Background: an optimization exercise with open tools, aiming at small area, a short achievable clock period and few clock cycles per item. Do not read the settings as production practice. RTL that was checked went through simulation tests only; none was proved equivalent to the original. The RTL of run 2 was laid out without a check of its function.

==> standard.sh <==
#!/bin/bash
# synth_recipe.tcl (not shown) runs the flow's synth.tcl, then flattens the netlist and writes it again
# the make line also repeats each setting of config.mk as NAME=value (left out here)
make -C /OpenROAD-flow-scripts/flow DESIGN_CONFIG=/design/flow/config.mk WORK_HOME=/design/flow/orfs CLKGATE_MAP_FILE= SYNTH_SCRIPT=/design/flow/synth_recipe.tcl "${@:-finish}"
==> config.mk <==
export PLATFORM = sky130hd
export DESIGN_NAME = mul
export DESIGN_NICKNAME = mul
export VERILOG_FILES = /design/flow/design.v
export SDC_FILE = /design/flow/constraint.sdc
export NUM_CORES = 4
export LEC_CHECK = 0
export ABC_AREA = 1
export CAP_MARGIN = 20
export CORE_MARGIN = 2
export CORE_UTILIZATION = 45
export SETUP_SLACK_MARGIN = 5
export SLEW_MARGIN = 20
export TNS_END_PERCENT = 100
==> flow/run.sh <==
#!/bin/bash
# The standard layout (standard.sh with the settings of config.mk), except
# that the buffers it puts on every input and output port are
# sky130_fd_sc_hd__buf_4 cells rather than the delay cells buffer_ports picks
# by default, and that the timing repair aims at a setup margin of 6.25 ns.
# Each step's full output goes to its own log here.
set -euo pipefail
export BUFFER_PORTS_ARGS="-buffer_cell sky130_fd_sc_hd__buf_4"
sed "s/SETUP_SLACK_MARGIN=[0-9.]*/SETUP_SLACK_MARGIN=6.25/" standard.sh > standard_margin.sh
grep -q "SETUP_SLACK_MARGIN=6.25 " standard_margin.sh
bash standard.sh synth > synth.log 2>&1
bash standard_margin.sh > layout.log 2>&1
==> constraint.sdc <==
create_clock -name core_clock -period 13.0 [get_ports {clk}]
set_input_delay 2.6000 -clock core_clock [delete_from_list [all_inputs] [get_ports {clk}]]
set_output_delay 2.6000 -clock core_clock [all_outputs]
set_load 0.01 [all_outputs]
==> design.v <==
module mul(
    input             clk,
    input             rst,
    input             clear_pipeline,
    input             mul_initial,
    input      [2:0]  mul_para,
    input      [31:0] mul_rs0,
    input      [31:0] mul_rs1,
    output            mul_ready,
    output            mul_finished,
    output     [31:0] mul_data,
    input             mul_ack
);
    function [5:0] lzc(input [31:0] x);
        reg [15:0] v0; reg [15:0] c0;
        reg [7:0]  v1; reg [15:0] c1;
        reg [3:0]  v2; reg [11:0] c2;
        reg [1:0]  v3; reg [7:0]  c3;
        reg        v4; reg [4:0]  c4;
        integer i;
        begin
            for (i = 0; i < 16; i = i + 1) begin
                v0[i] = x[2*i+1] | x[2*i];
                c0[i] = ~x[2*i+1];
            end
            for (i = 0; i < 8; i = i + 1) begin
                v1[i] = v0[2*i+1] | v0[2*i];
                c1[2*i +: 2] = v0[2*i+1] ? {1'b0, c0[2*i+1]} : {1'b1, c0[2*i]};
            end
            for (i = 0; i < 4; i = i + 1) begin
                v2[i] = v1[2*i+1] | v1[2*i];
                c2[3*i +: 3] = v1[2*i+1] ? {1'b0, c1[2*(2*i+1) +: 2]} : {1'b1, c1[2*(2*i) +: 2]};
            end
            for (i = 0; i < 2; i = i + 1) begin
                v3[i] = v2[2*i+1] | v2[2*i];
                c3[4*i +: 4] = v2[2*i+1] ? {1'b0, c2[3*(2*i+1) +: 3]} : {1'b1, c2[3*(2*i) +: 3]};
            end
            v4 = v3[1] | v3[0];
            c4 = v3[1] ? {1'b0, c3[7:4]} : {1'b1, c3[3:0]};
            lzc = v4 ? {1'b0, c4} : 6'd32;
        end
    endfunction
    localparam S_IDLE = 2'd0, S_ITER = 2'd1, S_WB = 2'd2;
    reg  [1:0]  state;
    reg         fin;
    reg  [2:0]  op;
    reg         neg;
    reg  [32:0] A;
    reg  [31:0] X, Y, OUT, OUT2;
    reg         v2;          
    reg  [3:0]  cnt;
    reg         first;       
    wire last     = (cnt == 4'd0);
    wire is_div   = op[2];
    assign mul_ready    = (state == S_IDLE) |
                          (~v2 & ((state == S_WB) | ((state == S_ITER) & last & ~neg)));
    assign mul_finished = fin;
    assign mul_data     = OUT;
    wire accept = mul_initial & mul_ready & ~clear_pipeline;
    wire        i_div = mul_para[2];
    wire        sA = i_div ? (~mul_para[0] & mul_rs0[31]) : ((mul_para[1:0] != 2'b11) & mul_rs0[31]);
    wire        sB = i_div ? (~mul_para[0] & mul_rs1[31]) : (~mul_para[1] & mul_rs1[31]);
    wire [32:0] eA = {sA, mul_rs0};
    wire [32:0] eB = {sB, mul_rs1};
    wire [32:0] nA = 33'd0 - eA;
    wire [32:0] nB = 33'd0 - eB;
    wire [31:0] mA = sA ? nA[31:0] : mul_rs0;
    wire [31:0] mB = sB ? nB[31:0] : mul_rs1;
    wire        pA = &(mul_rs0[31:1] | ~mul_rs0[30:0]);
    wire        pB = &(mul_rs1[31:1] | ~mul_rs1[30:0]);
    wire [5:0]  lzA = sA ? lzc(~mul_rs0) - {5'd0, pA} : lzc(mul_rs0);
    wire [5:0]  lzB = sB ? lzc(~mul_rs1) - {5'd0, pB} : lzc(mul_rs1);
    wire        swap   = lzA > lzB;
    wire        m_neg  = sA ^ sB;
    wire [32:0] mcand  = swap ? (sA ? nB : eB) : (sB ? nA : eA);
    wire [31:0] mplr   = swap ? mA : mB;
    wire [5:0]  lzm    = swap ? lzA : lzB;
    wire        m_zero = lzm[5];
    wire        d_zero = (mul_rs1 == 32'd0);
    wire [6:0]  sdiff  = {1'b0, lzB} - {1'b0, lzA};
    wire        d_less = sdiff[6];
    wire [31:0] sh_in  = i_div ? mB : mplr;
    wire [4:0]  sh_amt = i_div ? (sdiff[4:0] | 5'd1) : {lzm[4:3], 3'b000};
    wire        fill   = ~i_div & m_neg;
    wire [32:0] sh_out = ({1'b0, sh_in} << sh_amt) | ({33{fill}} & ~({33{1'b1}} << sh_amt));
    wire        i_direct = i_div ? (d_zero | d_less) : m_zero;
    wire [31:0] direct_res = ~i_div      ? 32'd0 :
                             mul_para[1] ? mul_rs0 :
                             d_zero      ? 32'hffffffff : 32'd0;
    wire        i_neg = i_div & (mul_para[1] ? sA : (sA ^ sB));
    wire [8:0]  bq = {X[31:24], X[23] & ~last};
    localparam [63:0] SEXT = 64'h0 - (64'd85 << 34);
    reg  [63:0] pp_sum;
    integer k;
    always @* begin
        pp_sum = {X[23:0], Y, 8'b0} + SEXT + ({63'd0, first} << 40);
        for (k = 0; k < 4; k = k + 1) begin : booth
            reg one, two, ng;
            reg [34:0] row;
            one = bq[2*k+1] ^ bq[2*k];
            two = (bq[2*k+2] & ~bq[2*k+1] & ~bq[2*k]) | (~bq[2*k+2] & bq[2*k+1] & bq[2*k]);
            ng  = bq[2*k+2];
            row = ({35{one}} & {A[32], A[32], A}) | ({35{two}} & {A[32], A, 1'b0});
            row = row ^ {35{ng}};
            pp_sum = pp_sum + ({28'd0, ~row[34], row[33:0]} << (2*k)) + ({63'd0, ng} << (2*k));
        end
    end
    wire [63:0] m_sum = pp_sum;
    wire [31:0] m_hi  = m_sum[63:32];
    wire [33:0] d_diff1 = {2'b0, Y} - {1'b0, A};
    wire        d_ge1   = ~d_diff1[33];
    wire [31:0] d_y1    = d_ge1 ? d_diff1[31:0] : Y;
    wire [32:0] d_diff2 = {1'b0, d_y1} - {1'b0, A[32:1]};
    wire        d_ge2   = ~d_diff2[32];
    wire [31:0] d_y2    = d_ge2 ? d_diff2[31:0] : d_y1;
    wire [31:0] d_q     = {X[29:0], d_ge1, d_ge2};
    wire        sel_x   = is_div ? ~op[1] : (op[1:0] != 2'b00);
    wire [31:0] it_x    = is_div ? d_q  : m_hi;
    wire [31:0] it_y    = is_div ? d_y2 : m_sum[31:0];
    wire [31:0] it_res  = sel_x ? it_x : it_y;
    wire [31:0] wb_v   = sel_x ? X : Y;
    wire [31:0] wb_res = (wb_v ^ {32{neg}}) + {31'd0, neg};
    wire       occ0    = ~fin | (~v2 & mul_ack);
    wire       occ2    = v2 & ~mul_ack;
    wire       occ1    = ~occ0 & ~occ2;
    wire       it_done = (state == S_ITER) & last;
    wire       res1    = (it_done & ~neg) | (state == S_WB);         
    wire [31:0] res1_v = (state == S_WB) ? wb_res : it_res;
    wire       push1   = res1 & ~occ2;
    wire       push2   = accept & i_direct & ~occ2 & ~(occ1 & push1);  
    always @(posedge clk or posedge rst)
        if (rst) begin
            state <= S_IDLE;
            fin   <= 1'b0;
            v2    <= 1'b0;
        end else if (clear_pipeline) begin
            state <= S_IDLE;
            fin   <= 1'b0;
            v2    <= 1'b0;
        end else begin
            fin <= ~occ0 | push1 | push2;
            v2  <= occ2 | (occ1 & (push1 | push2)) | (push1 & push2);
            if (accept)
                state <= ~i_direct ? S_ITER : push2 ? S_IDLE : S_WB;
            else if (it_done)
                state <= push1 ? S_IDLE : S_WB;
            else if (push1)
                state <= S_IDLE;
        end
    always @(posedge clk) begin
        if (occ0)
            OUT <= push1 ? res1_v : direct_res;
        else if (mul_ack)
            OUT <= OUT2;
        if (occ1)
            OUT2 <= push1 ? res1_v : direct_res;
        else if (occ0)
            OUT2 <= direct_res;
    end
    always @(posedge clk) begin
        if (state == S_ITER) begin
            cnt   <= cnt - 4'd1;
            first <= 1'b0;
            A   <= is_div ? (A >> 2) : A;
            X   <= it_x;
            Y   <= it_y;
        end
        if (accept) begin
            op  <= mul_para;
            neg <= i_neg & ~i_direct;
            A   <= i_div ? sh_out : mcand;
            X   <= i_direct ? direct_res : i_div ? 32'd0 : sh_out[31:0];
            Y   <= i_direct ? direct_res : i_div ? mA : (lzm[2:0] == 3'd0) ? mcand[31:0] : 32'd0;
            first <= ~i_div & m_neg & (lzm[2:0] != 3'd0);
            cnt <= i_div ? sdiff[4:1] : {2'b00, 2'd3 - lzm[4:3]};
        end
    end
endmodule
==> impl_table.tex, run 1 <==
\begin{tabular}{lr}
\hline
Metric & Value \\
\hline
\multicolumn{2}{l}{\textbf{Critical path}} \\
CP arrival & 6.92 ns \\
Master of the slowest instance on the critical path & o311ai\_1 \\
Max FO, Critical Path & 12 \\
Number of buffer and inverter instances along the worst setup path & 6 \\
Crit end category & register \\
CP dominant cell by count & nand2\_1 \\
Category of the most critical setup path & in2reg \\
Required arrival time at the worst endpoint & 13.21 ns \\
Longest individual stage delay on the worst path & 0.93 ns \\
Category of cells accounting for the largest share of critical-path delay & compound AO/OA/AOI/OAI gates \\
Critical path launch point type & input port \\
\multicolumn{2}{l}{\textbf{Synthesis}} \\
Compound-cell area share of the yosys netlist & 0.2138 \\
Number of unique standard cell types used by synthesis & 75 \\
Instance count of the mapped netlist & 5247 \\
Post-Syn Area & 33370 um2 \\
Largest area contributor in the netlist & edfxtp\_1 \\
Share of cell area taken by muxes after synthesis & 0.0003000 \\
Number of enable flip-flop cells after synthesis & 170 \\
Synth cell count leaders & nand2\_1, inv\_1, nor2\_1, o21ai\_0, a21oi\_1 \\
Yosys reg bits & 174 \\
Most area-consuming cells after synthesis & edfxtp\_1, nand2\_1, ha\_1 \\
Sequential element share of the synthesized area & 0.1560 \\
Warning count from the yosys run & 1 \\
Predominant post-synthesis flop cell & edfxtp\_1 \\
Share of the synthesized area in the top cell type & 0.1530 \\
Synthesized area per cell & 6.360 um2 \\
Adder-cell share of the synthesized area & 0.1471 \\
Most frequent cell after synthesis & nand2\_1 \\
Area fraction in and, or, nand and nor cells after synthesis & 0.2985 \\
Share of the synthesized netlist area taken by xor and xnor gates & 0.07375 \\
Main combinational cell family by area after synthesis & simple AND/OR/NAND/NOR gates \\
Share of flip-flops with an asynchronous set or reset after synthesis & 0.02299 \\
Total nets after synthesis & 5652 \\
\multicolumn{2}{l}{\textbf{Drt}} \\
Detailed-route wire length per cell & 27.62 um \\
Number of nets still failing antenna checks after routing & 0 \\
Vias/cell & 6.217 \\
First-pass iteration count of the detailed router & 8 \\
Drc violations & 0 \\
Iteration-0 DRC count of the detailed router & 4851 \\
Number of vias in the routed layout & 39067 \\
Detailed-route wire length & 173600 um \\
\multicolumn{2}{l}{\textbf{Global route}} \\
Met2 track utilization from global routing & 0.6740 \\
Antenna violations before repair & 10 \\
Wire length of the first global-routing pass & 248000 um \\
Met3 Usage GRT & 0.09430 \\
Remaining Overflow, GRT & 0 \\
Busiest layer in global routing & met2 \\
Global Route Usage Sum & 0.4379 \\
Via count of the first global-routing pass & 36929 \\
Maximum number of pins on one net before global-route repair & 78 \\
Fraction of met1 tracks used by global routing & 0.5270 \\
\multicolumn{2}{l}{\textbf{Clock tree}} \\
Clock-pin transition on the worst setup and hold timing paths & 0.10 ns \\
Buffer levels on the longest clock path & 2 \\
\# H-tree levels & 4 \\
Number of sinks driven by the clock tree & 174 \\
TritonCTS clock tree & yes \\
Clock buffers created by TritonCTS & 17 \\
Worst skew pair latency & 0.49 ns \\
CTS hold repair buffers & 0 \\
Root buffer selected by CTS & clkbuf\_16 \\
\multicolumn{2}{l}{\textbf{STA}} \\
Setup violations, final & 0 \\
RSZ-0062 raised after global routing & true \\
Worst slew pin tran & 1.273 ns \\
Final period demand of the worst path & 6.709 ns \\
Max-slew headroom & 0.1422 \\
Setup TNS & 0 ns \\
Peak clock frequency supported by timing & 149.1 MHz \\
Largest clock skew in the final design & 0.03125 ns \\
Max-slew violations & 0 \\
Final hold vios & 0 \\
Share of the clock period used by the worst path after layout & 0.5161 \\
\multicolumn{2}{l}{\textbf{Place}} \\
Port Buffer Count & 105 \\
Final estimated routing congestion in global placement & 1.128 \\
Final HPWL from detailed placement & 136800 um \\
Placed Instances & 6125 \\
\multicolumn{2}{l}{\textbf{Final layout}} \\
Post-layout nets & 5711 \\
Number of cells in the finished layout apart from fillers & 6284 \\
Area growth, synth to finish & 14.88\% \\
Share of layout cells above drive strength 1 & 0.1641 \\
\multicolumn{2}{l}{\textbf{Die}} \\
Effective utilization at floorplan & 0.4558 \\
Total core area & 73210 um2 \\
Width of the chip & 276.3 um \\
Die height & 276.3 um \\
Total die area & 76350 um2 \\
Top-Level Pins & 106 \\
Standard-cell row count & 99 \\
\multicolumn{2}{l}{\textbf{Worst hold path}} \\
Type of the most critical hold path & reg2reg \\
\multicolumn{2}{l}{\textbf{Outcome}} \\
Outcome & no timing/DRC/antenna violations \\
\multicolumn{2}{l}{\textbf{Job}} \\
Maximum capacitance violations & 0 \\
\hline
\end{tabular}
==> flip-flops by register name, summed over array words and instances (netlist names) <==
signal  count
A          33
first       1
fin         1
Y          32
op          3
X          32
OUT        32
OUT2       32
v2          1
neg         1
cnt         4
state       2
==> through the flow <==
stage | util | setup slack (ns) | instance area (um2) | hold WS, ns
global placement | 0.4738 | 4.035 | 34680 | 0.5030
detailed placement | 0.4738 | 4.173 | 34680 | 0.5024
finish | 0.5236 | 6.291 | 38330 | 0.5246
CTS | 0.4972 | 6.221 | 36400 | 0.5258
floorplan | - | 6.458 | 33370 | 0.4946
global route | 0.5234 | 6.194 | 38320 | 0.5500
==> worst min-delay path: stages, from the launching register on <==
cell and delay, ns:
edfxtp_1 0.33, nand2_1 0.05, nand2_1 0.05
==> cell type report <==
cell class              instances  area, um2
diodes                          6      15.01
clock buffers                  17      425.4
clock inverters                15      212.7
fillers                      7634      34870
inverters                     686       2674
multi-input cells            4162      26370
flip-flops and latches        174       5205
well taps                     959       1200
repair buffers                262       2206
repair inverters                3      23.77
==> worst paths after layout <==
path                                   startpoint                   end  slack [ns]  cells after the start
max in group asynchronous                     rst  state[1]$_DFFE_PP0P_       10.86                      2
worst min register to register  OUT2[4]$_DFFE_PP_      OUT[4]$_DFFE_PP_        0.52                      2
worst min-delay path            OUT2[4]$_DFFE_PP_      OUT[4]$_DFFE_PP_        0.52                      2
worst max register to register   cnt[0]$_DFFE_PP_     OUT[23]$_DFFE_PP_        6.41                     32
min in group asynchronous                     rst         fin$_DFF_PP0_        1.99                      2
worst max-delay path                   mul_rs1[4]        Y[3]$_DFFE_PP_        6.29                     26
==> cells in the final DEF (no fill, tap or decap), types with 31 or more instances in the layout <==
master and n:
nand2_1 1100, inv_1 577, nor2_1 443, o21ai_0 377
nand3_1 331, a21oi_1 329, xor2_1 247, buf_4 237
ha_1 218, edfxtp_1 170, o22ai_1 142, fa_1 98
nand2_2 72, inv_2 70, o21ai_1 57, a21oi_2 55
or2_2 55, o211ai_1 50, nor2_2 43, o21ai_2 39
a31oi_1 38, nor3_1 36, nand4_1 36, nand2_4 33
nand3_2 33, nor2_4 31, xnor2_1 31
==> logic make-up after synthesis <==
kind of cell	Yosys count
xor+xnor	281
buf+inv	921
simple gates	2282
fa+ha+maj	333
mux	1
flops	174
compound gates	1255
==> what timing repair did <==
item                                    CTS  global route
pin swaps                                29            87
gates cloned                             12             5
setup buffers                            42            61
endpoints found under the setup margin  168           164
resized for setup                       168           351
==> metal layers <==
layer,wire [um],vias up
met5,58,-
met2,75110,2366
met4,16950,10
li1,-,17696
met3,17480,625
met1,63980,18370
Testbench counts, summed over its fixed seeds: cycles 33,427, items 12,000.
==> inputs of run 2 (changes only) <==
--- a/design.v
+++ b/design.v
@@ -40,6 +40,16 @@
             lzc = v4 ? {1'b0, c4} : 6'd32;
         end
     endfunction
+    function [11:0] booth_enc(input [8:0] b);
+        integer k;
+        begin
+            for (k = 0; k < 4; k = k + 1) begin
+                booth_enc[8+k] = b[2*k+1] ^ b[2*k];
+                booth_enc[4+k] = (b[2*k+2] & ~b[2*k+1] & ~b[2*k]) | (~b[2*k+2] & b[2*k+1] & b[2*k]);
+                booth_enc[k]   = b[2*k+2];
+            end
+        end
+    endfunction
     localparam S_IDLE = 2'd0, S_ITER = 2'd1, S_WB = 2'd2;
     reg  [1:0]  state;
     reg         fin;
@@ -50,6 +60,7 @@
     reg         v2;          
     reg  [3:0]  cnt;
     reg         first;       
+    reg  [11:0] bsel;        
     wire last     = (cnt == 4'd0);
     wire is_div   = op[2];
     assign mul_ready    = (state == S_IDLE) |
@@ -76,6 +87,9 @@
     wire [31:0] mplr   = swap ? mA : mB;
     wire [5:0]  lzm    = swap ? lzA : lzB;
     wire        m_zero = lzm[5];
+    wire [8:0]  top_bq = (lzm[4:3] == 2'd0) ? {mplr[31:23]} :
+                         (lzm[4:3] == 2'd1) ? {mplr[23:15]} :
+                         (lzm[4:3] == 2'd2) ? {mplr[15:7]}  : {mplr[7:0], 1'b0};
     wire        d_zero = (mul_rs1 == 32'd0);
     wire [6:0]  sdiff  = {1'b0, lzB} - {1'b0, lzA};
     wire        d_less = sdiff[6];
@@ -88,7 +102,7 @@
                              mul_para[1] ? mul_rs0 :
                              d_zero      ? 32'hffffffff : 32'd0;
     wire        i_neg = i_div & (mul_para[1] ? sA : (sA ^ sB));
-    wire [8:0]  bq = {X[31:24], X[23] & ~last};
+    wire [11:0] next_bsel = booth_enc({X[23:16], X[15] & (cnt != 4'd1)});
     localparam [63:0] SEXT = 64'h0 - (64'd85 << 34);
     reg  [63:0] pp_sum;
     integer k;
@@ -97,9 +111,9 @@
         for (k = 0; k < 4; k = k + 1) begin : booth
             reg one, two, ng;
             reg [34:0] row;
-            one = bq[2*k+1] ^ bq[2*k];
-            two = (bq[2*k+2] & ~bq[2*k+1] & ~bq[2*k]) | (~bq[2*k+2] & bq[2*k+1] & bq[2*k]);
-            ng  = bq[2*k+2];
+            one = bsel[8+k];
+            two = bsel[4+k];
+            ng  = bsel[k];
             row = ({35{one}} & {A[32], A[32], A}) | ({35{two}} & {A[32], A, 1'b0});
             row = row ^ {35{ng}};
             pp_sum = pp_sum + ({28'd0, ~row[34], row[33:0]} << (2*k)) + ({63'd0, ng} << (2*k));
@@ -161,6 +175,7 @@
         if (state == S_ITER) begin
             cnt   <= cnt - 4'd1;
             first <= 1'b0;
+            bsel  <= next_bsel;
             A   <= is_div ? (A >> 2) : A;
             X   <= it_x;
             Y   <= it_y;
@@ -172,6 +187,7 @@
             X   <= i_direct ? direct_res : i_div ? 32'd0 : sh_out[31:0];
             Y   <= i_direct ? direct_res : i_div ? mA : (lzm[2:0] == 3'd0) ? mcand[31:0] : 32'd0;
             first <= ~i_div & m_neg & (lzm[2:0] != 3'd0);
+            bsel  <= booth_enc(top_bq);
             cnt <= i_div ? sdiff[4:1] : {2'b00, 2'd3 - lzm[4:3]};
         end
     end
==> flow/run.sh (replaced) <==
#!/bin/bash
# The standard layout (standard.sh with the settings of config.mk), except
# that the buffers it puts on every input and output port are
# sky130_fd_sc_hd__buf_4 cells rather than the delay cells buffer_ports picks
# by default, and that the timing repair aims at a setup margin of 6 ns.
# Each step's full output goes to its own log here.
set -euo pipefail
export BUFFER_PORTS_ARGS="-buffer_cell sky130_fd_sc_hd__buf_4"
sed "s/SETUP_SLACK_MARGIN=[0-9.]*/SETUP_SLACK_MARGIN=6/" standard.sh > standard_margin.sh
grep -q "SETUP_SLACK_MARGIN=6 " standard_margin.sh
bash standard.sh synth > synth.log 2>&1
bash standard_margin.sh > layout.log 2>&1
==> run 2 against run 1 <==
  * Still clean
  * Via count up 1.7%
  * Cell area decreased by 1.4%
  * Clock skew shrank 0.0035 ns
  * Wire length is 0.35% higher
  * Setup slack worse by 0.18 ns
  * First-iteration DRC count rose by 3.0%
  * Fmax is 2.7% lower
  * Highest routed layer unchanged
==> impl_table.tex, run 2 <==
\begin{tabular}{lr}
\hline
Metric & Value \\
\hline
\multicolumn{2}{l}{\textbf{Final layout}} \\
Total area of multi-input combinational cells & 26040 um2 (-1.3\%) \\
Share of layout cells above drive strength 1 & 0.1129 (-0.05127) \\
Largest register FFs & 33 (unchanged) \\
Area growth, synth to finish & 10.29\% \\
Number of cells in the finished layout apart from fillers & 6392 (+1.7\%) \\
Post-layout nets & 5812 (+1.8\%) \\
Top library cells by usage in the layout, fill and taps aside & nand2\_1, inv\_1, nor2\_1 \\
Sequential cell area in the final layout & 5565 um2 (+6.9\%) \\
Most common library cell in the layout ignoring fill and taps & nand2\_1 \\
Count of antenna diodes in the layout & 0 (-6) \\
Fill cells & 8137 (+6.6\%) \\
Final core utilization & 0.4995 (-0.02417) \\
Top register by number of flip-flops & A \\
\multicolumn{2}{l}{\textbf{STA}} \\
Final period demand of the worst path & 6.893 ns (+0.1840 ns) \\
Max-slew headroom & 0.2622 (+0.1200) \\
Setup violations, final & 0 (unchanged) \\
Final hold vios & 0 (unchanged) \\
RSZ-0062 raised after global routing & true \\
Peak clock frequency supported by timing & 145.1 MHz (-2.7\%) \\
Worst slew pin tran & 1.102 ns (-0.1713 ns) \\
Hold WS & 0.5202 ns (-0.004410 ns) \\
Setup TNS & 0 ns (unchanged) \\
Largest clock skew in the final design & 0.02779 ns (-0.003460 ns) \\
Share of the clock period used by the worst path after layout & 0.5302 (+0.01415) \\
Max-slew violations & 0 (unchanged) \\
\multicolumn{2}{l}{\textbf{Place}} \\
Placed Instances & 6291 (+2.7\%) \\
Final HPWL from detailed placement & 141300 um (+3.3\%) \\
Final estimated routing congestion in global placement & 1.087 (-3.6\%) \\
Port Buffer Count & 105 (unchanged) \\
\multicolumn{2}{l}{\textbf{Critical path}} \\
Crit end category & register \\
Number of buffer and inverter instances along the worst setup path & 3 (-3) \\
CP dominant cell by count & nand2\_1 \\
Worst r2r src & Y[0]\$\_DFFE\_PP\_ \\
Worst flop-to-flop path endpoint & OUT[1]\$\_DFFE\_PP\_ \\
Longest individual stage delay on the worst path & 0.55 ns (-0.38 ns) \\
Category of the most critical setup path & reg2reg \\
Max FO, Critical Path & 32 (+20) \\
Required arrival time at the worst endpoint & 13.26 ns (+0.05 ns) \\
Worst reg2reg path depth & 30 (-6.3\%) \\
R2R Setup Slk & 6.11 ns (-0.30 ns) \\
CP arrival & 7.15 ns (+0.23 ns) \\
Critical path launch point type & register \\
Master of the slowest instance on the critical path & edfxtp\_1 \\
Category of cells accounting for the largest share of critical-path delay & simple AND/OR/NAND/NOR gates \\
\multicolumn{2}{l}{\textbf{Global route}} \\
Antenna violations before repair & 4 (-6) \\
Global Route Usage Sum & 0.4331 (-0.004766) \\
Wire length of the first global-routing pass & 248200 um (+0.11\%) \\
Via count of the first global-routing pass & 36772 (-0.43\%) \\
Remaining Overflow, GRT & 0 (unchanged) \\
Maximum number of pins on one net before global-route repair & 76 (-2.6\%) \\
\multicolumn{2}{l}{\textbf{Synthesis}} \\
Number of unique standard cell types used by synthesis & 70 (-6.7\%) \\
Largest area contributor in the netlist & edfxtp\_1 \\
Warning count from the yosys run & 1 (unchanged) \\
Instance count of the mapped netlist & 5410 (+3.1\%) \\
Predominant post-synthesis flop cell & edfxtp\_1 \\
Yosys reg bits & 186 (+6.9\%) \\
Most area-consuming cells after synthesis & edfxtp\_1, nand2\_1, ha\_1 \\
Total nets after synthesis & 5821 (+3.0\%) \\
Sequential element share of the synthesized area & 0.1623 (+0.006361) \\
Number of enable flip-flop cells after synthesis & 182 (+7.1\%) \\
Most frequent cell after synthesis & nand2\_1 \\
Share of the synthesized area in the top cell type & 0.1594 (+0.006441) \\
Share of flip-flops with an asynchronous set or reset after synthesis & 0.02151 (-0.001483) \\
Synth cell count leaders & nand2\_1, inv\_1, nor2\_1, nand3\_1, o21ai\_0 \\
Synthesized area per cell & 6.337 um2 (-0.36\%) \\
Post-Syn Area & 34280 um2 (+2.7\%) \\
\multicolumn{2}{l}{\textbf{Drt}} \\
Iteration-0 DRC count of the detailed router & 4996 (+3.0\%) \\
Number of vias in the routed layout & 39716 (+1.7\%) \\
Detailed-route wire length per cell & 27.25 um (-1.3\%) \\
Number of nets still failing antenna checks after routing & 0 (unchanged) \\
Vias/cell & 6.213 (about the same) \\
Drc violations & 0 (unchanged) \\
First-pass iteration count of the detailed router & 6 (-2) \\
Detailed-route wire length & 174200 um (+0.35\%) \\
\multicolumn{2}{l}{\textbf{Job}} \\
Maximum capacitance violations & 0 (unchanged) \\
\multicolumn{2}{l}{\textbf{Die}} \\
Width of the chip & 280.0 um (+1.3\%) \\
Die height & 280.0 um (+1.3\%) \\
Effective utilization at floorplan & 0.4529 (-0.002944) \\
Top-Level Pins & 106 (unchanged) \\
Standard-cell row count & 101 (+2.0\%) \\
Total die area & 78410 um2 (+2.7\%) \\
Total core area & 75700 um2 (+3.4\%) \\
\multicolumn{2}{l}{\textbf{Clock tree}} \\
\# H-tree levels & 4 (unchanged) \\
Worst skew pair latency & 0.50 ns (about the same) \\
CTS hold repair buffers & 0 (unchanged) \\
Clock buffers created by TritonCTS & 17 (unchanged) \\
Buffer levels on the longest clock path & 2 (unchanged) \\
Number of sinks driven by the clock tree & 186 (+6.9\%) \\
Clock-pin transition on the worst setup and hold timing paths & 0.10 ns (about the same) \\
Root buffer selected by CTS & clkbuf\_16 \\
TritonCTS clock tree & yes \\
\multicolumn{2}{l}{\textbf{Outcome}} \\
Outcome & no timing/DRC/antenna violations \\
\multicolumn{2}{l}{\textbf{Worst hold path}} \\
Type of the most critical hold path & reg2reg \\
Startpoint of the worst hold path & OUT2[30]\$\_DFFE\_PP\_ \\
Hold depth & 2 (unchanged) \\
Worst-case hold path end point & OUT[30]\$\_DFFE\_PP\_ \\
\hline
\end{tabular}
-- run 2: cell types whose count changed in the layout (fill, tap and decap cells not counted), moves of 15 or more --
cell      previous run  this run
a21oi_1            329       353
a21oi_2             55         9
buf_4              237       189
ha_1               218       235
inv_2               70        44
nand2_1           1100      1308
nand2_2             72        52
nand2_4             33        13
nand3_1            331       385
nor2_1             443       428
o211ai_1            50        86
o21ai_1             57        39
o21ai_2             39        23
o22ai_1            142       159
-- run 2: cell type report --
class                   instances  share of cell area
inverters                     659             0.06777
clock buffers                  17             0.01125
repair buffers                207             0.04686
flip-flops and latches        186              0.1472
clock inverters                15            0.004964
well taps                     978             0.03236
repair inverters                5           0.0009928
multi-input cells            4325              0.6886
-- run 2: repair_timing --
item / 4_1_cts / 5_1_grt
gates cloned: 7 / 10
endpoints found under the hold margin: 0 / 0
pin swaps: 7 / 31
setup endpoints to repair: 175 / 173
buffers inserted: 9 / 43
resized for setup: 124 / 154
-- run 2: worst max path at each step --
stage	startpoint	to	depth (start not counted)	slack, ns
2_1_floorplan	mul_rs1[25]	A[14]$_DFFE_PP_	32	6.21
3_3_place_gp	mul_rs0[6]	Y[5]$_DFFE_PP_	26	4.26
3_5_place_dp	mul_rs0[7]	Y[11]$_DFFE_PP_	25	4.30
4_1_cts	mul_rs1[31]	A[22]$_DFFE_PP_	35	6.00
5_1_grt	A[20]$_DFFE_PP_	OUT2[1]$_DFFE_PP_	31	5.96
6_report	Y[0]$_DFFE_PP_	OUT[1]$_DFFE_PP_	30	6.11
-- run 2: routing by layer --
layer | vias to the layer above | share of wire | GRT usage
met5 | - | 0.00013 | 0
met4 | 4 | 0.094 | 0.3396
met3 | 517 | 0.086 | 0.06179
met2 | 2313 | 0.43 | 0.6650
met1 | 18764 | 0.39 | 0.5466
li1 | 18118 | - | -
-- run 2: tightest hold or removal path, delay by kind of cell (launching register included) --
kind | cells | cell delay [ns]
flip-flops | 1 | 0.32
AND/OR/NAND/NOR | 2 | 0.10
-- run 2: cell families after synthesis --
family          Yosys count  synth area share
fa+ha+maj               339            0.1454
buf+inv                 908            0.1049
xor+xnor                298           0.07613
simple gates           2454            0.3052
mux                       2         0.0006569
flops                   186            0.1623
compound gates         1223            0.2054
-- run 2: per-stage QoR --
stage / instance area, um2 / setup WS, ns
after global placement: 35580 / 4.261
after global routing: 37810 / 5.959
final: 37810 / 6.107
after floorplan: 34280 / 6.214
after CTS: 36730 / 5.996
after detailed placement: 35610 / 4.300

## separate check: timing with driven ports
The flow's constraints put no driver on any port. The routed layouts listed below were extracted and timed again, unchanged, in two steps.
Step 1 sets driving cells, clkbuf_16 on the clock port and buf_2 on the other inputs (assumed; they add their load-dependent delay and slew).
Step 2 adds t to the input delays and takes it off the output delays; t is the mean of the earliest and latest rising clock arrival at the registers after step 1. Input paths then give back, and output paths get back, about the clock's delay inside the block.
Slacks: ideal / step 1 / step 2; pairs: ideal / step 1.
run | t, ns | setup WS [ns] | hold WS [ns]
run 1 | 0.548 | 6.291 / 6.340 / 5.792 | 0.525 / 0.525 / 0.525
run 2 | 0.548 | 6.107 / 6.107 / 5.643 | 0.520 / 0.520 / 0.520
After both steps setup and hold are still met in every run listed. The setup slack of run 1, which loses most, moves by +0.049 ns with the drivers and by -0.499 ns with both steps.
